This design comes from an exercise in tuning for small area, a short achievable clock period and few clock cycles on the open sky130 flow, not from production work. No functional check of the RTL was part of any run shown here.

File: design/flow/flow/run.sh
#!/bin/bash
# Layout flow: the standard synthesis unchanged, then the standard
# layout steps, with
#  - the timing repair asked to leave SETUP_SLACK_MARGIN ns of setup slack,
#    i.e. to aim at a shorter period than the constraint's 40 ns;
#  - small port buffers (every port still gets its own buffer).
set -euo pipefail
MARGIN=31.5
bash standard.sh synth > synth.log 2>&1
sed "s|CLKGATE_MAP_FILE= |CLKGATE_MAP_FILE= SETUP_SLACK_MARGIN=$MARGIN 'BUFFER_PORTS_ARGS=-buffer_cell sky130_fd_sc_hd__buf_1' |" standard.sh > layout.sh
bash layout.sh > layout.log 2>&1
File: design/flow/standard.sh
#!/bin/bash
# synth_recipe.tcl (not shown) runs the flow's synth.tcl, then flattens the netlist and writes it again
# the make line also repeats each setting of config.mk as NAME=value (left out here)
make -C /OpenROAD-flow-scripts/flow DESIGN_CONFIG=/design/flow/config.mk WORK_HOME=/design/flow/orfs CLKGATE_MAP_FILE= SYNTH_SCRIPT=/design/flow/synth_recipe.tcl "${@:-finish}"
File: design/flow/config.mk
export PLATFORM = sky130hd
export DESIGN_NAME = kmeans_top
export DESIGN_NICKNAME = kmeans_top
export VERILOG_FILES = /design/flow/design.v
export SDC_FILE = /design/flow/constraint.sdc
export NUM_CORES = 8
export LEC_CHECK = 0
export ABC_CLOCK_PERIOD_IN_PS = 9000
export CAP_MARGIN = 20
export CORE_MARGIN = 2
export CORE_UTILIZATION = 40
export SLEW_MARGIN = 20
export SYNTH_HIERARCHICAL = 1
File: design/flow/constraint.sdc
create_clock -name core_clock -period 40.0 [get_ports {clk}]
set_input_delay 8.0000 -clock core_clock [delete_from_list [all_inputs] [get_ports {clk}]]
set_output_delay 8.0000 -clock core_clock [all_outputs]
set_load 0.01 [all_outputs]
File: design/flow/design.v
module sqdist (
    input  [31:0] pn,    
    input  [31:0] c,
    output [17:0] d
);
    wire w1 = ~(c[0] ^ pn[0]);
    wire w2 = c[0] | pn[0];
    wire w3, w4;
    kfa f5 (.a(c[1]), .b(pn[1]), .c(w2), .s(w3), .co(w4));
    wire w6, w7;
    kfa f8 (.a(c[2]), .b(pn[2]), .c(w4), .s(w6), .co(w7));
    wire w9, w10;
    kfa f11 (.a(c[3]), .b(pn[3]), .c(w7), .s(w9), .co(w10));
    wire w12, w13;
    kfa f14 (.a(c[4]), .b(pn[4]), .c(w10), .s(w12), .co(w13));
    wire w15, w16;
    kfa f17 (.a(c[5]), .b(pn[5]), .c(w13), .s(w15), .co(w16));
    wire w18, w19;
    kfa f20 (.a(c[6]), .b(pn[6]), .c(w16), .s(w18), .co(w19));
    wire w21, w22;
    kfa f23 (.a(c[7]), .b(pn[7]), .c(w19), .s(w21), .co(w22));
    wire w24 = c[7] ^ pn[7] ^ w22;
    wire w25 = w1 & w3;
    wire w26 = w1 & w6;
    wire w27 = w1 & w9;
    wire w28 = w1 & w12;
    wire w29 = w1 & w15;
    wire w30 = w1 & w18;
    wire w31 = w1 & w21;
    wire w32 = w3 & w6;
    wire w33 = w3 & w9;
    wire w34 = w3 & w12;
    wire w35 = w3 & w15;
    wire w36 = w3 & w18;
    wire w37 = w3 & w21;
    wire w38 = w6 & w9;
    wire w39 = w6 & w12;
    wire w40 = w6 & w15;
    wire w41 = w6 & w18;
    wire w42 = w6 & w21;
    wire w43 = w9 & w12;
    wire w44 = w9 & w15;
    wire w45 = w9 & w18;
    wire w46 = w9 & w21;
    wire w47 = w12 & w15;
    wire w48 = w12 & w18;
    wire w49 = w12 & w21;
    wire w50 = w15 & w18;
    wire w51 = w15 & w21;
    wire w52 = w18 & w21;
    wire w53 = ~(w24 & w1);
    wire w54 = ~(w24 & w3);
    wire w55 = ~(w24 & w6);
    wire w56 = ~(w24 & w9);
    wire w57 = ~(w24 & w12);
    wire w58 = ~(w24 & w15);
    wire w59 = ~(w24 & w18);
    wire w60 = ~(w24 & w21);
    wire w61 = ~(c[8] ^ pn[8]);
    wire w62 = c[8] | pn[8];
    wire w63, w64;
    kfa f65 (.a(c[9]), .b(pn[9]), .c(w62), .s(w63), .co(w64));
    wire w66, w67;
    kfa f68 (.a(c[10]), .b(pn[10]), .c(w64), .s(w66), .co(w67));
    wire w69, w70;
    kfa f71 (.a(c[11]), .b(pn[11]), .c(w67), .s(w69), .co(w70));
    wire w72, w73;
    kfa f74 (.a(c[12]), .b(pn[12]), .c(w70), .s(w72), .co(w73));
    wire w75, w76;
    kfa f77 (.a(c[13]), .b(pn[13]), .c(w73), .s(w75), .co(w76));
    wire w78, w79;
    kfa f80 (.a(c[14]), .b(pn[14]), .c(w76), .s(w78), .co(w79));
    wire w81, w82;
    kfa f83 (.a(c[15]), .b(pn[15]), .c(w79), .s(w81), .co(w82));
    wire w84 = c[15] ^ pn[15] ^ w82;
    wire w85 = w61 & w63;
    wire w86 = w61 & w66;
    wire w87 = w61 & w69;
    wire w88 = w61 & w72;
    wire w89 = w61 & w75;
    wire w90 = w61 & w78;
    wire w91 = w61 & w81;
    wire w92 = w63 & w66;
    wire w93 = w63 & w69;
    wire w94 = w63 & w72;
    wire w95 = w63 & w75;
    wire w96 = w63 & w78;
    wire w97 = w63 & w81;
    wire w98 = w66 & w69;
    wire w99 = w66 & w72;
    wire w100 = w66 & w75;
    wire w101 = w66 & w78;
    wire w102 = w66 & w81;
    wire w103 = w69 & w72;
    wire w104 = w69 & w75;
    wire w105 = w69 & w78;
    wire w106 = w69 & w81;
    wire w107 = w72 & w75;
    wire w108 = w72 & w78;
    wire w109 = w72 & w81;
    wire w110 = w75 & w78;
    wire w111 = w75 & w81;
    wire w112 = w78 & w81;
    wire w113 = ~(w84 & w61);
    wire w114 = ~(w84 & w63);
    wire w115 = ~(w84 & w66);
    wire w116 = ~(w84 & w69);
    wire w117 = ~(w84 & w72);
    wire w118 = ~(w84 & w75);
    wire w119 = ~(w84 & w78);
    wire w120 = ~(w84 & w81);
    wire w121 = ~(c[16] ^ pn[16]);
    wire w122 = c[16] | pn[16];
    wire w123, w124;
    kfa f125 (.a(c[17]), .b(pn[17]), .c(w122), .s(w123), .co(w124));
    wire w126, w127;
    kfa f128 (.a(c[18]), .b(pn[18]), .c(w124), .s(w126), .co(w127));
    wire w129, w130;
    kfa f131 (.a(c[19]), .b(pn[19]), .c(w127), .s(w129), .co(w130));
    wire w132, w133;
    kfa f134 (.a(c[20]), .b(pn[20]), .c(w130), .s(w132), .co(w133));
    wire w135, w136;
    kfa f137 (.a(c[21]), .b(pn[21]), .c(w133), .s(w135), .co(w136));
    wire w138, w139;
    kfa f140 (.a(c[22]), .b(pn[22]), .c(w136), .s(w138), .co(w139));
    wire w141, w142;
    kfa f143 (.a(c[23]), .b(pn[23]), .c(w139), .s(w141), .co(w142));
    wire w144 = c[23] ^ pn[23] ^ w142;
    wire w145 = w121 & w123;
    wire w146 = w121 & w126;
    wire w147 = w121 & w129;
    wire w148 = w121 & w132;
    wire w149 = w121 & w135;
    wire w150 = w121 & w138;
    wire w151 = w121 & w141;
    wire w152 = w123 & w126;
    wire w153 = w123 & w129;
    wire w154 = w123 & w132;
    wire w155 = w123 & w135;
    wire w156 = w123 & w138;
    wire w157 = w123 & w141;
    wire w158 = w126 & w129;
    wire w159 = w126 & w132;
    wire w160 = w126 & w135;
    wire w161 = w126 & w138;
    wire w162 = w126 & w141;
    wire w163 = w129 & w132;
    wire w164 = w129 & w135;
    wire w165 = w129 & w138;
    wire w166 = w129 & w141;
    wire w167 = w132 & w135;
    wire w168 = w132 & w138;
    wire w169 = w132 & w141;
    wire w170 = w135 & w138;
    wire w171 = w135 & w141;
    wire w172 = w138 & w141;
    wire w173 = ~(w144 & w121);
    wire w174 = ~(w144 & w123);
    wire w175 = ~(w144 & w126);
    wire w176 = ~(w144 & w129);
    wire w177 = ~(w144 & w132);
    wire w178 = ~(w144 & w135);
    wire w179 = ~(w144 & w138);
    wire w180 = ~(w144 & w141);
    wire w181 = ~(c[24] ^ pn[24]);
    wire w182 = c[24] | pn[24];
    wire w183, w184;
    kfa f185 (.a(c[25]), .b(pn[25]), .c(w182), .s(w183), .co(w184));
    wire w186, w187;
    kfa f188 (.a(c[26]), .b(pn[26]), .c(w184), .s(w186), .co(w187));
    wire w189, w190;
    kfa f191 (.a(c[27]), .b(pn[27]), .c(w187), .s(w189), .co(w190));
    wire w192, w193;
    kfa f194 (.a(c[28]), .b(pn[28]), .c(w190), .s(w192), .co(w193));
    wire w195, w196;
    kfa f197 (.a(c[29]), .b(pn[29]), .c(w193), .s(w195), .co(w196));
    wire w198, w199;
    kfa f200 (.a(c[30]), .b(pn[30]), .c(w196), .s(w198), .co(w199));
    wire w201, w202;
    kfa f203 (.a(c[31]), .b(pn[31]), .c(w199), .s(w201), .co(w202));
    wire w204 = c[31] ^ pn[31] ^ w202;
    wire w205 = w181 & w183;
    wire w206 = w181 & w186;
    wire w207 = w181 & w189;
    wire w208 = w181 & w192;
    wire w209 = w181 & w195;
    wire w210 = w181 & w198;
    wire w211 = w181 & w201;
    wire w212 = w183 & w186;
    wire w213 = w183 & w189;
    wire w214 = w183 & w192;
    wire w215 = w183 & w195;
    wire w216 = w183 & w198;
    wire w217 = w183 & w201;
    wire w218 = w186 & w189;
    wire w219 = w186 & w192;
    wire w220 = w186 & w195;
    wire w221 = w186 & w198;
    wire w222 = w186 & w201;
    wire w223 = w189 & w192;
    wire w224 = w189 & w195;
    wire w225 = w189 & w198;
    wire w226 = w189 & w201;
    wire w227 = w192 & w195;
    wire w228 = w192 & w198;
    wire w229 = w192 & w201;
    wire w230 = w195 & w198;
    wire w231 = w195 & w201;
    wire w232 = w198 & w201;
    wire w233 = ~(w204 & w181);
    wire w234 = ~(w204 & w183);
    wire w235 = ~(w204 & w186);
    wire w236 = ~(w204 & w189);
    wire w237 = ~(w204 & w192);
    wire w238 = ~(w204 & w195);
    wire w239 = ~(w204 & w198);
    wire w240 = ~(w204 & w201);
    wire w241, w242;
    kfa f243 (.a(w1), .b(w61), .c(w121), .s(w241), .co(w242));
    wire w244, w245;
    kfa f246 (.a(w3), .b(w63), .c(w123), .s(w244), .co(w245));
    wire w247, w248;
    kfa f249 (.a(w183), .b(w25), .c(w85), .s(w247), .co(w248));
    wire w250, w251;
    kfa f252 (.a(w145), .b(w205), .c(w244), .s(w250), .co(w251));
    wire w253, w254;
    kfa f255 (.a(w245), .b(w248), .c(w26), .s(w253), .co(w254));
    wire w256, w257;
    kfa f258 (.a(w86), .b(w146), .c(w206), .s(w256), .co(w257));
    wire w259, w260;
    kfa f261 (.a(w251), .b(w253), .c(w256), .s(w259), .co(w260));
    wire w262, w263;
    kfa f264 (.a(w6), .b(w66), .c(w126), .s(w262), .co(w263));
    wire w265, w266;
    kfa f267 (.a(w186), .b(w32), .c(w92), .s(w265), .co(w266));
    wire w268, w269;
    kfa f270 (.a(w152), .b(w212), .c(w262), .s(w268), .co(w269));
    wire w271, w272;
    kfa f273 (.a(w27), .b(w87), .c(w147), .s(w271), .co(w272));
    wire w274, w275;
    kfa f276 (.a(w207), .b(w254), .c(w257), .s(w274), .co(w275));
    wire w277, w278;
    kfa f279 (.a(w265), .b(w268), .c(w260), .s(w277), .co(w278));
    wire w280, w281;
    kfa f282 (.a(w271), .b(w274), .c(w277), .s(w280), .co(w281));
    wire w283, w284;
    kfa f285 (.a(w263), .b(w33), .c(w93), .s(w283), .co(w284));
    wire w286, w287;
    kfa f288 (.a(w153), .b(w213), .c(w266), .s(w286), .co(w287));
    wire w289, w290;
    kfa f291 (.a(w269), .b(w28), .c(w88), .s(w289), .co(w290));
    wire w292, w293;
    kfa f294 (.a(w148), .b(w208), .c(w272), .s(w292), .co(w293));
    wire w295, w296;
    kfa f297 (.a(w275), .b(w283), .c(w286), .s(w295), .co(w296));
    wire w298, w299;
    kfa f300 (.a(w278), .b(w289), .c(w292), .s(w298), .co(w299));
    wire w301, w302;
    kfa f303 (.a(w295), .b(w281), .c(w298), .s(w301), .co(w302));
    wire w304, w305;
    kfa f306 (.a(w9), .b(w69), .c(w129), .s(w304), .co(w305));
    wire w307, w308;
    kfa f309 (.a(w189), .b(w38), .c(w98), .s(w307), .co(w308));
    wire w310, w311;
    kfa f312 (.a(w158), .b(w218), .c(w304), .s(w310), .co(w311));
    wire w313, w314;
    kfa f315 (.a(w34), .b(w94), .c(w154), .s(w313), .co(w314));
    wire w316, w317;
    kfa f318 (.a(w214), .b(w284), .c(w287), .s(w316), .co(w317));
    wire w319, w320;
    kfa f321 (.a(w307), .b(w29), .c(w89), .s(w319), .co(w320));
    wire w322, w323;
    kfa f324 (.a(w149), .b(w209), .c(w290), .s(w322), .co(w323));
    wire w325, w326;
    kfa f327 (.a(w293), .b(w310), .c(w296), .s(w325), .co(w326));
    wire w328, w329;
    kfa f330 (.a(w313), .b(w316), .c(w299), .s(w328), .co(w329));
    wire w331, w332;
    kfa f333 (.a(w319), .b(w322), .c(w325), .s(w331), .co(w332));
    wire w334, w335;
    kfa f336 (.a(w302), .b(w328), .c(w331), .s(w334), .co(w335));
    wire w337, w338;
    kfa f339 (.a(w305), .b(w39), .c(w99), .s(w337), .co(w338));
    wire w340, w341;
    kfa f342 (.a(w159), .b(w219), .c(w308), .s(w340), .co(w341));
    wire w343, w344;
    kfa f345 (.a(w311), .b(w35), .c(w95), .s(w343), .co(w344));
    wire w346, w347;
    kfa f348 (.a(w155), .b(w215), .c(w314), .s(w346), .co(w347));
    wire w349, w350;
    kfa f351 (.a(w317), .b(w337), .c(w340), .s(w349), .co(w350));
    wire w352, w353;
    kfa f354 (.a(w30), .b(w90), .c(w150), .s(w352), .co(w353));
    wire w355, w356;
    kfa f357 (.a(w210), .b(w320), .c(w323), .s(w355), .co(w356));
    wire w358, w359;
    kfa f360 (.a(w326), .b(w343), .c(w346), .s(w358), .co(w359));
    wire w361, w362;
    kfa f363 (.a(w349), .b(w329), .c(w352), .s(w361), .co(w362));
    wire w364, w365;
    kfa f366 (.a(w355), .b(w332), .c(w358), .s(w364), .co(w365));
    wire w367, w368;
    kfa f369 (.a(w361), .b(w335), .c(w364), .s(w367), .co(w368));
    wire w370, w371;
    kfa f372 (.a(w12), .b(w72), .c(w132), .s(w370), .co(w371));
    wire w373, w374;
    kfa f375 (.a(w192), .b(w43), .c(w103), .s(w373), .co(w374));
    wire w376, w377;
    kfa f378 (.a(w163), .b(w223), .c(w370), .s(w376), .co(w377));
    wire w379, w380;
    kfa f381 (.a(w40), .b(w100), .c(w160), .s(w379), .co(w380));
    wire w382, w383;
    kfa f384 (.a(w220), .b(w338), .c(w341), .s(w382), .co(w383));
    wire w385, w386;
    kfa f387 (.a(w373), .b(w36), .c(w96), .s(w385), .co(w386));
    wire w388, w389;
    kfa f390 (.a(w156), .b(w216), .c(w344), .s(w388), .co(w389));
    wire w391, w392;
    kfa f393 (.a(w347), .b(w376), .c(w350), .s(w391), .co(w392));
    wire w394, w395;
    kfa f396 (.a(w379), .b(w382), .c(w31), .s(w394), .co(w395));
    wire w397, w398;
    kfa f399 (.a(w91), .b(w151), .c(w211), .s(w397), .co(w398));
    wire w400, w401;
    kfa f402 (.a(w353), .b(w356), .c(w359), .s(w400), .co(w401));
    wire w403, w404;
    kfa f405 (.a(w385), .b(w388), .c(w391), .s(w403), .co(w404));
    wire w406, w407;
    kfa f408 (.a(w362), .b(w394), .c(w397), .s(w406), .co(w407));
    wire w409, w410;
    kfa f411 (.a(w365), .b(w400), .c(w403), .s(w409), .co(w410));
    wire w412, w413;
    kfa f414 (.a(w406), .b(w368), .c(w409), .s(w412), .co(w413));
    wire w415, w416;
    kfa f417 (.a(w371), .b(w44), .c(w104), .s(w415), .co(w416));
    wire w418, w419;
    kfa f420 (.a(w164), .b(w224), .c(w374), .s(w418), .co(w419));
    wire w421, w422;
    kfa f423 (.a(w377), .b(w41), .c(w101), .s(w421), .co(w422));
    wire w424, w425;
    kfa f426 (.a(w161), .b(w221), .c(w380), .s(w424), .co(w425));
    wire w427, w428;
    kfa f429 (.a(w383), .b(w415), .c(w418), .s(w427), .co(w428));
    wire w430, w431;
    kfa f432 (.a(w37), .b(w97), .c(w157), .s(w430), .co(w431));
    wire w433, w434;
    kfa f435 (.a(w217), .b(w386), .c(w389), .s(w433), .co(w434));
    wire w436, w437;
    kfa f438 (.a(w392), .b(w421), .c(w424), .s(w436), .co(w437));
    wire w439, w440;
    kfa f441 (.a(w427), .b(w53), .c(w113), .s(w439), .co(w440));
    wire w442, w443;
    kfa f444 (.a(w173), .b(w233), .c(w395), .s(w442), .co(w443));
    wire w445, w446;
    kfa f447 (.a(w398), .b(w401), .c(w430), .s(w445), .co(w446));
    wire w448, w449;
    kfa f450 (.a(w433), .b(w404), .c(w436), .s(w448), .co(w449));
    wire w451, w452;
    kfa f453 (.a(w439), .b(w442), .c(w407), .s(w451), .co(w452));
    wire w454, w455;
    kfa f456 (.a(w445), .b(w448), .c(w410), .s(w454), .co(w455));
    wire w457, w458;
    kfa f459 (.a(w451), .b(w413), .c(w454), .s(w457), .co(w458));
    wire w460, w461;
    kfa f462 (.a(w15), .b(w75), .c(w135), .s(w460), .co(w461));
    wire w463, w464;
    kfa f465 (.a(w195), .b(w47), .c(w107), .s(w463), .co(w464));
    wire w466, w467;
    kfa f468 (.a(w167), .b(w227), .c(w460), .s(w466), .co(w467));
    wire w469, w470;
    kfa f471 (.a(w45), .b(w105), .c(w165), .s(w469), .co(w470));
    wire w472, w473;
    kfa f474 (.a(w225), .b(w416), .c(w419), .s(w472), .co(w473));
    wire w475, w476;
    kfa f477 (.a(w463), .b(w42), .c(w102), .s(w475), .co(w476));
    wire w478, w479;
    kfa f480 (.a(w162), .b(w222), .c(w422), .s(w478), .co(w479));
    wire w481, w482;
    kfa f483 (.a(w425), .b(w466), .c(w428), .s(w481), .co(w482));
    wire w484, w485;
    kfa f486 (.a(w469), .b(w472), .c(w54), .s(w484), .co(w485));
    wire w487, w488;
    kfa f489 (.a(w114), .b(w174), .c(w234), .s(w487), .co(w488));
    wire w490, w491;
    kfa f492 (.a(w431), .b(w434), .c(w437), .s(w490), .co(w491));
    wire w493, w494;
    kfa f495 (.a(w475), .b(w478), .c(w481), .s(w493), .co(w494));
    wire w496, w497;
    kfa f498 (.a(w440), .b(w443), .c(w484), .s(w496), .co(w497));
    wire w499, w500;
    kfa f501 (.a(w487), .b(w446), .c(w449), .s(w499), .co(w500));
    wire w502, w503;
    kfa f504 (.a(w490), .b(w493), .c(w452), .s(w502), .co(w503));
    wire w505, w506;
    kfa f507 (.a(w496), .b(w499), .c(w455), .s(w505), .co(w506));
    wire w508, w509;
    kfa f510 (.a(w502), .b(w458), .c(w505), .s(w508), .co(w509));
    wire w511, w512;
    kfa f513 (.a(1'b1), .b(w461), .c(w48), .s(w511), .co(w512));
    wire w514, w515;
    kfa f516 (.a(w108), .b(w168), .c(w228), .s(w514), .co(w515));
    wire w517, w518;
    kfa f519 (.a(w464), .b(w467), .c(w46), .s(w517), .co(w518));
    wire w520, w521;
    kfa f522 (.a(w106), .b(w166), .c(w226), .s(w520), .co(w521));
    wire w523, w524;
    kfa f525 (.a(w470), .b(w473), .c(w511), .s(w523), .co(w524));
    wire w526, w527;
    kfa f528 (.a(w514), .b(w55), .c(w115), .s(w526), .co(w527));
    wire w529, w530;
    kfa f531 (.a(w175), .b(w235), .c(w476), .s(w529), .co(w530));
    wire w532, w533;
    kfa f534 (.a(w479), .b(w482), .c(w517), .s(w532), .co(w533));
    wire w535, w536;
    kfa f537 (.a(w520), .b(w523), .c(w485), .s(w535), .co(w536));
    wire w538, w539;
    kfa f540 (.a(w488), .b(w526), .c(w529), .s(w538), .co(w539));
    wire w541, w542;
    kfa f543 (.a(w491), .b(w494), .c(w532), .s(w541), .co(w542));
    wire w544, w545;
    kfa f546 (.a(w497), .b(w535), .c(w538), .s(w544), .co(w545));
    wire w547, w548;
    kfa f549 (.a(w500), .b(w541), .c(w503), .s(w547), .co(w548));
    wire w550, w551;
    kfa f552 (.a(w544), .b(w506), .c(w547), .s(w550), .co(w551));
    wire w553, w554;
    kfa f555 (.a(w18), .b(w78), .c(w138), .s(w553), .co(w554));
    wire w556, w557;
    kfa f558 (.a(w198), .b(w50), .c(w110), .s(w556), .co(w557));
    wire w559, w560;
    kfa f561 (.a(w170), .b(w230), .c(w553), .s(w559), .co(w560));
    wire w562, w563;
    kfa f564 (.a(w49), .b(w109), .c(w169), .s(w562), .co(w563));
    wire w565, w566;
    kfa f567 (.a(w229), .b(w512), .c(w515), .s(w565), .co(w566));
    wire w568, w569;
    kfa f570 (.a(w556), .b(w56), .c(w116), .s(w568), .co(w569));
    wire w571, w572;
    kfa f573 (.a(w176), .b(w236), .c(w518), .s(w571), .co(w572));
    wire w574, w575;
    kfa f576 (.a(w521), .b(w559), .c(w524), .s(w574), .co(w575));
    wire w577, w578;
    kfa f579 (.a(w562), .b(w565), .c(w527), .s(w577), .co(w578));
    wire w580, w581;
    kfa f582 (.a(w530), .b(w568), .c(w571), .s(w580), .co(w581));
    wire w583, w584;
    kfa f585 (.a(w533), .b(w574), .c(w536), .s(w583), .co(w584));
    wire w586, w587;
    kfa f588 (.a(w539), .b(w577), .c(w580), .s(w586), .co(w587));
    wire w589, w590;
    kfa f591 (.a(w542), .b(w583), .c(w545), .s(w589), .co(w590));
    wire w592, w593;
    kfa f594 (.a(w586), .b(w548), .c(w589), .s(w592), .co(w593));
    wire w595, w596;
    kfa f597 (.a(w554), .b(w51), .c(w111), .s(w595), .co(w596));
    wire w598, w599;
    kfa f600 (.a(w171), .b(w231), .c(w557), .s(w598), .co(w599));
    wire w601, w602;
    kfa f603 (.a(w560), .b(w57), .c(w117), .s(w601), .co(w602));
    wire w604, w605;
    kfa f606 (.a(w177), .b(w237), .c(w563), .s(w604), .co(w605));
    wire w607, w608;
    kfa f609 (.a(w566), .b(w595), .c(w598), .s(w607), .co(w608));
    wire w610, w611;
    kfa f612 (.a(w569), .b(w572), .c(w601), .s(w610), .co(w611));
    wire w613, w614;
    kfa f615 (.a(w604), .b(w575), .c(w607), .s(w613), .co(w614));
    wire w616, w617;
    kfa f618 (.a(w578), .b(w581), .c(w610), .s(w616), .co(w617));
    wire w619, w620;
    kfa f621 (.a(w613), .b(w584), .c(w587), .s(w619), .co(w620));
    wire w622, w623;
    kfa f624 (.a(w616), .b(w590), .c(w619), .s(w622), .co(w623));
    wire w625, w626;
    kfa f627 (.a(w21), .b(w81), .c(w141), .s(w625), .co(w626));
    wire w628, w629;
    kfa f630 (.a(w201), .b(w52), .c(w112), .s(w628), .co(w629));
    wire w631, w632;
    kfa f633 (.a(w172), .b(w232), .c(w625), .s(w631), .co(w632));
    wire w634, w635;
    kfa f636 (.a(w58), .b(w118), .c(w178), .s(w634), .co(w635));
    wire w637, w638;
    kfa f639 (.a(w238), .b(w596), .c(w599), .s(w637), .co(w638));
    wire w640, w641;
    kfa f642 (.a(w628), .b(w602), .c(w605), .s(w640), .co(w641));
    wire w643, w644;
    kfa f645 (.a(w631), .b(w634), .c(w637), .s(w643), .co(w644));
    wire w646, w647;
    kfa f648 (.a(w608), .b(w611), .c(w640), .s(w646), .co(w647));
    wire w649, w650;
    kfa f651 (.a(w643), .b(w614), .c(w617), .s(w649), .co(w650));
    wire w652, w653;
    kfa f654 (.a(w646), .b(w620), .c(w649), .s(w652), .co(w653));
    wire w655, w656;
    kfa f657 (.a(w626), .b(w59), .c(w119), .s(w655), .co(w656));
    wire w658, w659;
    kfa f660 (.a(w179), .b(w239), .c(w629), .s(w658), .co(w659));
    wire w661, w662;
    kfa f663 (.a(w632), .b(w635), .c(w638), .s(w661), .co(w662));
    wire w664, w665;
    kfa f666 (.a(w655), .b(w658), .c(w641), .s(w664), .co(w665));
    wire w667, w668;
    kfa f669 (.a(w644), .b(w661), .c(w647), .s(w667), .co(w668));
    wire w670, w671;
    kfa f672 (.a(w664), .b(w650), .c(w667), .s(w670), .co(w671));
    wire w673, w674;
    kfa f675 (.a(w24), .b(w84), .c(w144), .s(w673), .co(w674));
    wire w676, w677;
    kfa f678 (.a(w204), .b(w60), .c(w120), .s(w676), .co(w677));
    wire w679, w680;
    kfa f681 (.a(w180), .b(w240), .c(w673), .s(w679), .co(w680));
    wire w682, w683;
    kfa f684 (.a(w656), .b(w659), .c(w676), .s(w682), .co(w683));
    wire w685, w686;
    kfa f687 (.a(w662), .b(w679), .c(w682), .s(w685), .co(w686));
    wire w688, w689;
    kfa f690 (.a(w665), .b(w685), .c(w668), .s(w688), .co(w689));
    wire w691, w692;
    kfa f693 (.a(w674), .b(w677), .c(w680), .s(w691), .co(w692));
    wire w694, w695;
    kfa f696 (.a(w683), .b(w691), .c(w686), .s(w694), .co(w695));
    wire [17:0] ra = {w689, w671, w653, w623, w593, w551, w509, w508, w457, w412, w367, w334, w301, w280, w259, w247, w242, w181};
    wire [17:0] rb = {w694, w688, w670, w652, w622, w592, w550, 1'b0, 1'b0, 1'b0, 1'b0, 1'b0, 1'b0, 1'b0, 1'b0, w250, 1'b0, w241};
    assign d = ra + rb;
endmodule
module kfa (input a, input b, input c, output s, output co);
    assign s = a ^ b ^ c;
    assign co = (a & b) | (a & c) | (b & c);
endmodule
module kmeans_top #
(
    parameter K = 8,
    parameter D = 4,
    parameter W = 8,
    parameter N = 128
)
(
    input clk,
    input rst,
    input start,
    input signed [D*W-1:0] point_flat,
    input signed [K*D*W-1:0] init_centroid_flat,
    output done,
    output [6:0] point_addr,
    output signed [K*D*W-1:0] final_centroid_flat
);
    localparam PASS_LEN = 139;    
    reg        run;        
    reg        done_r;
    reg        conv_q;     
    reg [7:0]  t;          
    wire idle = ~run & ~done_r;
    wire load = idle & start;
    reg [K*D*W-1:0] cen;   
    assign final_centroid_flat = cen;
    assign done = done_r;
    assign point_addr = t[6:0];
    reg [31:0] p0;
    reg        v1;         
    always @(posedge clk) p0 <= point_flat;
    wire [31:0] pn = ~p0;
    wire [17:0] dst [0:K-1];
    genvar gk, gd;
    generate for (gk = 0; gk < K; gk = gk + 1) begin : g_dist
        sqdist u_sq (.pn(pn), .c(cen[gk*32 +: 32]), .d(dst[gk]));
    end endgenerate
    reg [17:0] l1d [0:3];
    reg        l1s [0:3];
    reg [31:0] p1;
    reg        v2;
    integer i;
    always @(posedge clk) begin
        for (i = 0; i < 4; i = i + 1) begin
            if (dst[2*i+1] < dst[2*i]) begin
                l1d[i] <= dst[2*i+1]; l1s[i] <= 1'b1;
            end else begin
                l1d[i] <= dst[2*i];   l1s[i] <= 1'b0;
            end
        end
        p1 <= p0;
    end
    wire        c2a = l1d[1] < l1d[0];
    wire        c2b = l1d[3] < l1d[2];
    wire [17:0] m2a = c2a ? l1d[1] : l1d[0];
    wire [17:0] m2b = c2b ? l1d[3] : l1d[2];
    wire [1:0]  i2a = c2a ? {1'b1, l1s[1]} : {1'b0, l1s[0]};
    wire [1:0]  i2b = c2b ? {1'b1, l1s[3]} : {1'b0, l1s[2]};
    wire        c3  = m2b < m2a;
    wire [2:0]  best = c3 ? {1'b1, i2b} : {1'b0, i2a};
    reg  [2:0]  rsel;
    reg  [31:0] p2;
    reg         v3;
    reg         drv;       
    always @(posedge clk) begin
        rsel <= v2 ? best : (t[2:0] - 3'd2);    
        p2 <= p1;
    end
    reg [14:0]  sum [0:K-1][0:D-1];
    reg [6:0]   m   [0:K-1];
    reg [K-1:0] fresh;
    wire [14:0] rs [0:D-1];
    generate for (gd = 0; gd < D; gd = gd + 1) begin : g_rs
        assign rs[gd] = sum[rsel][gd];
    end endgenerate
    wire [6:0] rm = m[rsel];
    wire       rf = fresh[rsel];
    integer d;
    always @(posedge clk) begin
        if (v3) begin
            for (d = 0; d < D; d = d + 1)
                sum[rsel][d] <= (rf ? 15'd0 : rs[d]) + {7'd0, ~p2[d*8+7], p2[d*8 +: 7]};
            m[rsel] <= rf ? 7'd0 : rm + 7'd1;
        end
    end
    function [14:0] divstep;
        input [14:0] r;
        input [6:0]  mm;       
        reg [8:0] diff;
        begin
            diff = {1'b0, r[14:7]} + {1'b0, ~{1'b0, mm}};    
            if (diff[8]) divstep = {diff[6:0], r[6:0], 1'b1};
            else         divstep = {r[13:7],   r[6:0], 1'b0};
        end
    endfunction
    reg [14:0] dva [0:D-1];
    reg [6:0]  dvm;
    reg        dve;        
    reg        dvv;
    reg [2:0]  dvj;
    always @(posedge clk) begin : g_dva
        reg [14:0] r;
        integer s;
        for (d = 0; d < D; d = d + 1) begin
            r = rs[d];
            for (s = 0; s < 4; s = s + 1) r = divstep(r, rm);
            dva[d] <= r;
        end
        dvm <= rm;
        dve <= rf;
        dvj <= rsel;
    end
    wire [31:0] c0 = cen[31:0];
    reg  [31:0] cin;
    always @(*) begin : g_dvb
        reg [14:0] r;
        reg [7:0]  q;
        integer s;
        for (d = 0; d < D; d = d + 1) begin
            r = dva[d];
            for (s = 0; s < 4; s = s + 1) r = divstep(r, dvm);
            q = r[7:0];    
            cin[d*8 +: 8] = dve ? c0[d*8 +: 8]
                          : {~q[7], q[6:0]} + {7'd0, ~q[7] & (r[14:8] != 7'd0)};
        end
    end
    reg  chg;              
    wire cmp_now = (cin != c0);
    wire last_shift = dvv & (dvj == 3'd7);
    always @(posedge clk) begin
        if (load)
            cen <= init_centroid_flat;
        else if (dvv)
            cen <= {cin, cen[K*D*W-1:32]};
    end
    always @(posedge clk) begin
        if (rst) begin
            run <= 1'b0; done_r <= 1'b0; conv_q <= 1'b0; t <= 8'd0;
            v1 <= 1'b0; v2 <= 1'b0; v3 <= 1'b0; drv <= 1'b0; dvv <= 1'b0;
        end else begin
            done_r <= 1'b0;
            conv_q <= run & last_shift & ~(chg | cmp_now);
            if (load) begin
                run <= 1'b1; t <= 8'd0;
                v1 <= 1'b0; v2 <= 1'b0; v3 <= 1'b0; drv <= 1'b0; dvv <= 1'b0;
            end else if (run) begin
                if (conv_q) begin
                    run <= 1'b0; done_r <= 1'b1;
                    v1 <= 1'b0; v2 <= 1'b0; v3 <= 1'b0; drv <= 1'b0; dvv <= 1'b0;
                end else begin
                    t   <= (t == PASS_LEN-1) ? 8'd0 : t + 8'd1;
                    v1  <= (t < 128);
                    v2  <= v1;
                    v3  <= v2;
                    drv <= (t >= 130) & (t <= 137);
                    dvv <= drv;
                end
            end
        end
    end
    always @(posedge clk) begin
        if (run && t == 0) fresh <= {K{1'b1}};
        else if (v3) fresh[rsel] <= 1'b0;
        if (dvv) chg <= (dvj == 3'd0) ? cmp_now : (chg | cmp_now);
    end
endmodule
==> insert_results.sql, run 1 <==
INSERT INTO impl_metrics (metric_group, metric, value, unit) VALUES
('clock_tree', 'clock_tree.htree_level_count', '3', ''),
('logic_synthesis', 'postSynthRegisterBits', '1063', ''),
('logic_synthesis', 'synth.avg_cell_area', '11.48', 'µm²'),
('sta', 'slew_headroom', '23.21', '%'),
('setup_path', 'most_repeated_library_cell_on_the_critical_path', 'buf_6', ''),
('setup_path', 'critical_path.cell_chain', 'buf_6 -> buf_6', ''),
('logic_synthesis', 'synthDominantAreaCellType', 'fa_1', ''),
('clock_tree', 'inserted_clock_buffers', '118', ''),
('floorplan', 'die_w', '497.8', 'µm'),
('logic_synthesis', 'synth_ff_type', 'edfxtp_1', ''),
('sta', 'timing_max_transition_violations_final', '0', ''),
('route', 'met2WireLength', '185.3', 'mm'),
('placement', 'gpl.final_weighted_congestion', '0.9567', ''),
('setup_path', 'startpoint_type', 'register', ''),
('setup_path', 'critical_path.max_stage_delay', '530', 'ps'),
('placement', 'placed_area', '0.1061', 'mm²'),
('setup_path', 'critical_path.slowest_cell', 'edfxtp_1', ''),
('layout', 'post_layout_inst_area', '0.1282', 'mm²'),
('clock_tree', 'clk_pin_slew', '70', 'ps'),
('logic_synthesis', 'share_of_flip_flops_with_an_asynchronous_set_or_reset_after_synthesis', '0', '%'),
('sta', 'grt_setup_unrepaired', 'true', ''),
('logic_synthesis', 'syn-instance-count', '8501', ''),
('floorplan', 'die-height', '497.8', 'µm'),
('global_routing', 'first_global_vias', '79279', ''),
('global_routing', 'globalRouteTotalUtil', '32.57', '%'),
('route', 'avgViaCountPerCell', '5.673', ''),
('setup_path', 'end_kind', 'output pin', ''),
('setup_path', 'critPathMaxFanout', '3', ''),
('clock_tree', 'tritoncts', 'built', ''),
('floorplan', 'placement_rows', '181', ''),
('clock_tree', 'cts_hold_buffers', '0', ''),
('clock_tree', 'cts.root.buffer_cell', 'clkbuf_16', ''),
('logic_synthesis', 'synthesis.nets', '10767', ''),
('layout', 'share_of_layout_cells_above_drive_strength_1', '31.18', '%'),
('sta', 'setup-tns-final', '0', 'ps'),
('sta', 'fin_ws', '30370', 'ps'),
('sta', 'worstMarginPinSlew', '1140', 'ps'),
('logic_synthesis', 'synth_warnings', '13', ''),
('global_routing', 'largest_net_degree_at_the_start_of_global_routing', '90', ''),
('route', 'wl_met1', '149.6', 'mm'),
('clock_tree', 'cts-root-to-sink-buffers', '3', ''),
('logic_synthesis', 'synthDominantCellAreaShare', '30.29', '%'),
('route', 'drt_drc', '0', ''),
('logic_synthesis', 'ys_top_cells_by_area', 'fa_1, edfxtp_1, ha_1', ''),
('sta', 'hold_violations_final', '0', ''),
('logic_synthesis', 'synth_enable_flop_cells', '793', ''),
('flow_run', 'max_cap_violations', '0', ''),
('global_routing', 'globalRoute.totalOverflow', '0', ''),
('hold_path', 'hp-class', 'register to register', ''),
('placement', 'hpwlAfterDp', '279.0', 'mm'),
('route', 'first_pass_iters', '6', ''),
('route', 'routed-wl-met3', '39.72', 'mm'),
('logic_synthesis', 'post_synth_instance_area', '0.09755', 'mm²'),
('placement', 'place_ws', '28320', 'ps'),
('route', 'dr.first_iter.drc_count', '7627', ''),
('sta', 'max_fclk', '103.8', 'MHz'),
('floorplan', 'design.portCount', '555', ''),
('setup_path', 'critPathArrivalTime', '1630', 'ps'),
('route', 'wl_per_cell', '30.48', 'µm'),
('layout', 'design.final.nets', '12615', ''),
('placement', 'numPortBuffers', '554', ''),
('floorplan', 'die_area', '0.2479', 'mm²'),
('logic_synthesis', 'seq_area_frac_synth', '29.95', '%'),
('status', 'outcome', 'complete, no violations', ''),
('logic_synthesis', 'most_common_cell_in_the_synthesized_netlist', 'fa_1', ''),
('global_routing', 'grt_pass1_wl', '576.5', 'mm'),
('route', 'route.final.wire_length', '416.3', 'mm'),
('sta', 'report.final.setup_viol', '0', ''),
('clock_tree', 'insertion_delay_of_the_later_clocked_pin_in_the_worst_skew_pair', '850', 'ps');
-- through the flow --
step | cells | hold slack (ps)
after CTS | 13325 | 297.3
after floorplan | 8501 | 309.6
final | 13661 | 280.6
after detailed placement | 12182 | 312.8
after global placement | 12182 | 315.0
after global routing | 13657 | 291.7
-- sequential cells by signal, indices dropped and copies added (netlist names), 3 cells and up --
name	flops
t	8
l1d	72
fresh	8
sum	480
l1s	4
p0	32
m	56
dvj	3
dvm	7
cen	256
rsel	3
p2	32
dva	60
p1	32
-- layer usage --
layer  track usage (%)  vias to the layer above
met2             50.10                     3936
met4             25.48                       22
li1                  -                    32487
met5                 0                        -
met3             8.436                     1272
met1             38.94                    39788
-- cells in the final DEF, fill, tap and decap left out, types with 94 or more instances in the layout --
master / netlist / final
nand2_1: 1192 / 1129
fa_1: 1476 / 1027
buf_4: 17 / 1003
edfxtp_1: 793 / 793
and2_1: 725 / 707
fa_2: 0 / 449
inv_1: 468 / 395
ha_1: 499 / 390
buf_1: 15 / 353
nor2_1: 378 / 344
a21oi_1: 393 / 305
xnor2_1: 326 / 252
dfxtp_1: 270 / 248
buf_6: 4 / 210
nor2b_1: 253 / 183
mux2i_1: 167 / 153
clkbuf_16: 0 / 138
mux2_2: 211 / 127
a21o_1: 119 / 119
clkbuf_2: 0 / 117
o21ai_0: 181 / 116
buf_12: 0 / 113
mux2_4: 18 / 110
ha_4: 0 / 94
-- final cells by class --
cell class / count / area (µm²)
timing repair buffer: 1903 / 16670
antenna: 7 / 17.52
fill: 20606 / 114600
clock inverter: 82 / 1018
sequential: 1063 / 29280
multi-input combinational: 6792 / 72150
inverter: 471 / 1911
clock buffer: 141 / 3133
tap: 3202 / 4006
-- modules after synthesis (local to each module, per instance) --
module / flops+latches / copies in the design / cells / cell area, µm²
kfa: 0 / 1440 / 1 / 20.02
kmeans_top: 1063 / 1 / 5093 / 56050
sqdist: 0 / 8 / 246 / 1584
-- logic make-up after synthesis --
group | count (synthesis) | share of synthesized area, %
buf+inv | 655 | 2.687
xor+xnor | 418 | 3.796
other cells | 8 | 0.03078
simple gates | 2918 | 15.01
fa+ha+maj | 1975 | 36.69
compound gates | 1040 | 6.986
mux | 424 | 4.853
flops | 1063 | 29.95
-- path summary, 6_finish.rpt --
kind	from	end	slack, ps	cells past startpoint
min reg2reg	p1[28]	p2[28]	280	0
min	p1[28]	p2[28]	280	0
max reg2reg	p0[16]	l1d[1][9]	30370	34
max	cen[160]	final_centroid_flat[160]	30370	2
-- critical path, delay by kind of cell (launching register included) --
kind     cells  cell delay, ps
buf+inv      2             320
flops        1             530
-- what timing repair did --
action | in CTS | in global routing
gates resized for setup | 938 | 684
setup endpoints to repair | 894 | 650
buffers inserted | 862 | 307
gates cloned | 58 | 21
pin swaps | 321 | 368
==> run 2, diff against run 1 <==
--- a/design/flow/config.mk
+++ b/design/flow/config.mk
@@ -10,3 +10,5 @@
 export CORE_MARGIN = 2
-export CORE_UTILIZATION = 40
+export CORE_UTILIZATION = 55
+export CTS_BUF_LIST = sky130_fd_sc_hd__clkbuf_8
+export CTS_CLUSTER_SIZE = 20
 export SLEW_MARGIN = 20
==> run 2 against run 1 <==
Compared with the run above: setup slack worse by 140 ps; clock skew fell by 1.2 ps; highest routed layer unchanged; worst hold slack improved by 43 ps; cell area is 2.9% lower; routed wire length decreased by 7.2%.
==> insert_results.sql, run 2 <==
INSERT INTO impl_metrics (metric_group, metric, value, unit) VALUES
('status', 'outcome', 'complete, no violations', ''),
('logic_synthesis', 'share_of_flip_flops_with_an_asynchronous_set_or_reset_after_synthesis', '0', '%'),
('clock_tree', 'cts-root-to-sink-buffers', '3', ''),
('route', 'wl_per_cell', '30.08', 'µm'),
('logic_synthesis', 'ys_types', '101', ''),
('placement', 'numPortBuffers', '554', ''),
('layout', 'fraction_of_the_core_area_covered_by_cells_at_the_end_of_the_flow', '70.64', '%'),
('setup_path', 'worst_r2r_endpoint', 'l1d[0][15]', ''),
('logic_synthesis', 'synthesis.nets', '10767', ''),
('layout', 'share_of_layout_cells_above_drive_strength_1', '30.00', '%'),
('floorplan', 'placeable_core_region', '0.1761', 'mm²'),
('logic_synthesis', 'syn-instance-count', '8501', ''),
('floorplan', 'die-height', '425.2', 'µm'),
('setup_path', 'critPathLaunch', 'cen[218]', ''),
('clock_tree', 'cts_hold_buffers', '0', ''),
('flow_run', 'max_cap_violations', '0', ''),
('clock_tree', 'clk_pin_slew', '60', 'ps'),
('setup_path', 'end_kind', 'output pin', ''),
('sta', 'holdWs', '324.0', 'ps'),
('sta', 'skew', '78.95', 'ps'),
('setup_path', 'dominant_delay_contributor_by_cell_family_on_the_critical_path', 'flip-flops', ''),
('layout', 'registers_with_the_most_flip_flops', 'sum (480), cen (256), l1d (72)', ''),
('logic_synthesis', 'synth_commonest_cells', 'fa_1, nand2_1, edfxtp_1, and2_1, ha_1', ''),
('floorplan', 'die_area', '0.1808', 'mm²'),
('setup_path', 'critPathArrivalTime', '1770', 'ps'),
('setup_path', 'crit_buf_inv', '1', ''),
('logic_synthesis', 'postSynthRegisterBits', '1063', ''),
('sta', 'slew_headroom', '12.78', '%'),
('floorplan', 'die_w', '425.2', 'µm'),
('route', 'first_pass_iters', '8', ''),
('setup_path', 'regToRegSetupSlack', '30300', 'ps'),
('setup_path', 'startpoint_type', 'register', ''),
('logic_synthesis', 'synth_enable_flop_cells', '793', ''),
('setup_path', 'cp-endpoint', 'final_centroid_flat[218]', ''),
('global_routing', 'grt_pass1_wl', '539.7', 'mm'),
('layout', 'final_common_cell', 'nand2_1', ''),
('floorplan', 'placement_rows', '154', ''),
('logic_synthesis', 'synth_ff_type', 'edfxtp_1', ''),
('sta', 'report.final.setup_viol', '0', ''),
('hold_path', 'hp-class', 'register to register', ''),
('route', 'dr.first_iter.drc_count', '7590', ''),
('sta', 'worstMarginPinSlew', '1308', 'ps'),
('logic_synthesis', 'most_common_cell_in_the_synthesized_netlist', 'fa_1', ''),
('setup_path', 'critical_path.slowest_cell', 'edfxtp_1', ''),
('global_routing', 'globalRoute.totalOverflow', '0', ''),
('clock_tree', 'inserted_clock_buffers', '183', ''),
('logic_synthesis', 'synthDominantAreaCellType', 'fa_1', ''),
('route', 'avgViaCountPerCell', '6.037', ''),
('floorplan', 'starting_utilization_of_the_core_area', '55.39', '%'),
('clock_tree', 'insertion_delay_of_the_later_clocked_pin_in_the_worst_skew_pair', '990', 'ps'),
('layout', 'post_layout_inst_area', '0.1244', 'mm²'),
('setup_path', 'critPathMaxFanout', '2', ''),
('logic_synthesis', 'synth.avg_cell_area', '11.48', 'µm²'),
('layout', 'regMostFlops', 'sum', ''),
('route', 'drt.antenna.violating_nets', '0', ''),
('sta', 'grt_setup_unrepaired', 'true', ''),
('clock_tree', 'cts.root.buffer_cell', 'clkbuf_8', ''),
('layout', 'largest_reg_flops', '480', ''),
('logic_synthesis', 'synth_warnings', '13', ''),
('layout', 'design.final.nets', '12603', ''),
('logic_synthesis', 'ys_top_cells_by_area', 'fa_1, edfxtp_1, ha_1', ''),
('setup_path', 'critical_path.max_stage_delay', '590', 'ps'),
('logic_synthesis', 'post_synth_instance_area', '0.09755', 'mm²'),
('global_routing', 'globalRouteTotalUtil', '42.08', '%'),
('layout', 'most-common-layout-cells', 'nand2_1, fa_1, buf_4, edfxtp_1, and2_1', ''),
('floorplan', 'design.portCount', '555', ''),
('setup_path', 'r2r_cells', '34', ''),
('clock_tree', 'cts_sinks', '1063', ''),
('setup_path', 'timing.rr.start', 'p0[16]', ''),
('setup_path', 'critical_path.cell_chain', 'buf_2', ''),
('sta', 'hold_violations_final', '0', ''),
('placement', 'hpwlAfterDp', '261.9', 'mm'),
('layout', 'layout-area-overhead-vs-synth', '27.52', '%'),
('route', 'vias', '77546', ''),
('placement', 'gpl.final_weighted_congestion', '0.9985', ''),
('sta', 'period_needed', '9772', 'ps'),
('setup_path', 'required_arrival_time_at_the_worst_endpoint', '32000', 'ps'),
('global_routing', 'largest_net_degree_at_the_start_of_global_routing', '106', ''),
('route', 'drt_drc', '0', ''),
('sta', 'timing_max_transition_violations_final', '0', ''),
('sta', 'layout_worst_path_cycle_share', '24.43', '%'),
('clock_tree', 'tritoncts', 'built', ''),
('sta', 'setup-tns-final', '0', 'ps'),
('logic_synthesis', 'synthDominantCellAreaShare', '30.29', '%'),
('placement', 'placed_area', '0.1051', 'mm²'),
('setup_path', 'path_depth', '1', ''),
('sta', 'max_fclk', '102.3', 'MHz'),
('setup_path', 'critical_path_class', 'register to output pin', ''),
('logic_synthesis', 'seq_area_frac_synth', '29.95', '%'),
('route', 'route.final.wire_length', '386.4', 'mm'),
('clock_tree', 'clock_tree.htree_level_count', '4', ''),
('global_routing', 'first_global_vias', '77789', ''),
('global_routing', 'antenna_violations_before_repair', '25', '');
[run 2: cell types whose count changed in the layout (fill, tap and decap cells not counted), sizes merged, moves of 6 or more]
cell,change
clkinv,-13
bufinv,-10
diode,+15
inv,+69
clkbuf,+62
buf,-85
bufbuf,+6
[run 2: worst min path at each step]
stage / slack (ps) / endpoint / depth (start not counted) / from
3_3_place_gp: 310 / p2[27] / 0 / p1[27]
5_1_grt: 320 / p2[18] / 0 / p1[18]
2_1_floorplan: 310 / p2[0] / 0 / p1[0]
3_5_place_dp: 310 / p2[3] / 0 / p1[3]
4_1_cts: 320 / p2[6] / 0 / p1[6]
6_report: 320 / p2[6] / 0 / p1[6]
[run 2: logic make-up after synthesis]
group / Yosys count / share of synthesized area (%)
buf+inv: 655 / 2.687
other cells: 8 / 0.03078
fa+ha+maj: 1975 / 36.69
compound gates: 1040 / 6.986
flops: 1063 / 29.95
mux: 424 / 4.853
simple gates: 2918 / 15.01
xor+xnor: 418 / 3.796
[run 2: routing by layer]
| layer | track usage, % | up-vias | wire [µm] |
|---|---|---|---|
| li1 | - | 32478 | - |
| met1 | 49.84 | 39405 | 133000 |
| met2 | 63.91 | 4286 | 172400 |
| met3 | 11.66 | 1363 | 39520 |
| met4 | 35.27 | 14 | 41400 |
| met5 | 0 | - | 99 |
[run 2: repair_timing]
item,4_1_cts,5_1_grt
cloned,39,2
buffers inserted,771,348
pin swaps,243,382
gates resized for setup,759,671
hold endpoints to repair,0,0
setup endpoints to repair,884,438
[run 2: per-stage QoR]
step | setup WS [ps] | std cells
4_1_cts | 30180 | 12473
6_report | 30230 | 12846
3_3_place_gp | 28400 | 11329
3_5_place_dp | 28400 | 11331
2_1_floorplan | 29590 | 8501
5_1_grt | 30110 | 12840
[run 2: modules after synthesis, one instance, submodules excluded]
module	cells inside	flip-flops and latches	cell area [µm²]
sqdist	246	0	1584
kfa	1	0	20.02
kmeans_top	5093	1063	56050
[run 2: layout make-up]
type                       count  area (µm²)
tap                         2340        2928
timing repair buffer        1826       14960
inverter                     471        1877
sequential                  1063       29280
antenna                       22       55.05
multi-input combinational   6792       71640
clock inverter               131       894.6
fill                       12839       51710
clock buffer                 201        2766

afterwards: timing with drivers on the ports:
How much do the figures lean on ideal ports? The routed layouts below were timed once more, with nothing changed but the port constraints. Step 1 (the two cells are an assumption about what drives the block):
set clk [get_ports {clk}]
set_driving_cell -lib_cell sky130_fd_sc_hd__clkbuf_16 $clk
set_driving_cell -lib_cell sky130_fd_sc_hd__buf_2 [delete_from_list [all_inputs] $clk]
Step 2, shift: input delay + t, output delay - t, t = (earliest + latest rising clock arrival at the registers) / 2. This alone moves slack from input paths to output paths. Slacks: ideal ports / drivers / drivers and shift; pairs: ideal ports / drivers.
run | t, ns | setup slack, ns | worst slew at a driven data input, ns
run 1 | 0.914 | 30.366 / 30.268 / 30.225 | 0.31
run 2 | 1.049 | 30.228 / 30.130 / 30.300 | 0.20
After both steps setup and hold are still met in every run listed. The setup slack of run 1, which loses most, moves by -0.098 ns with the drivers and by -0.141 ns with both steps.
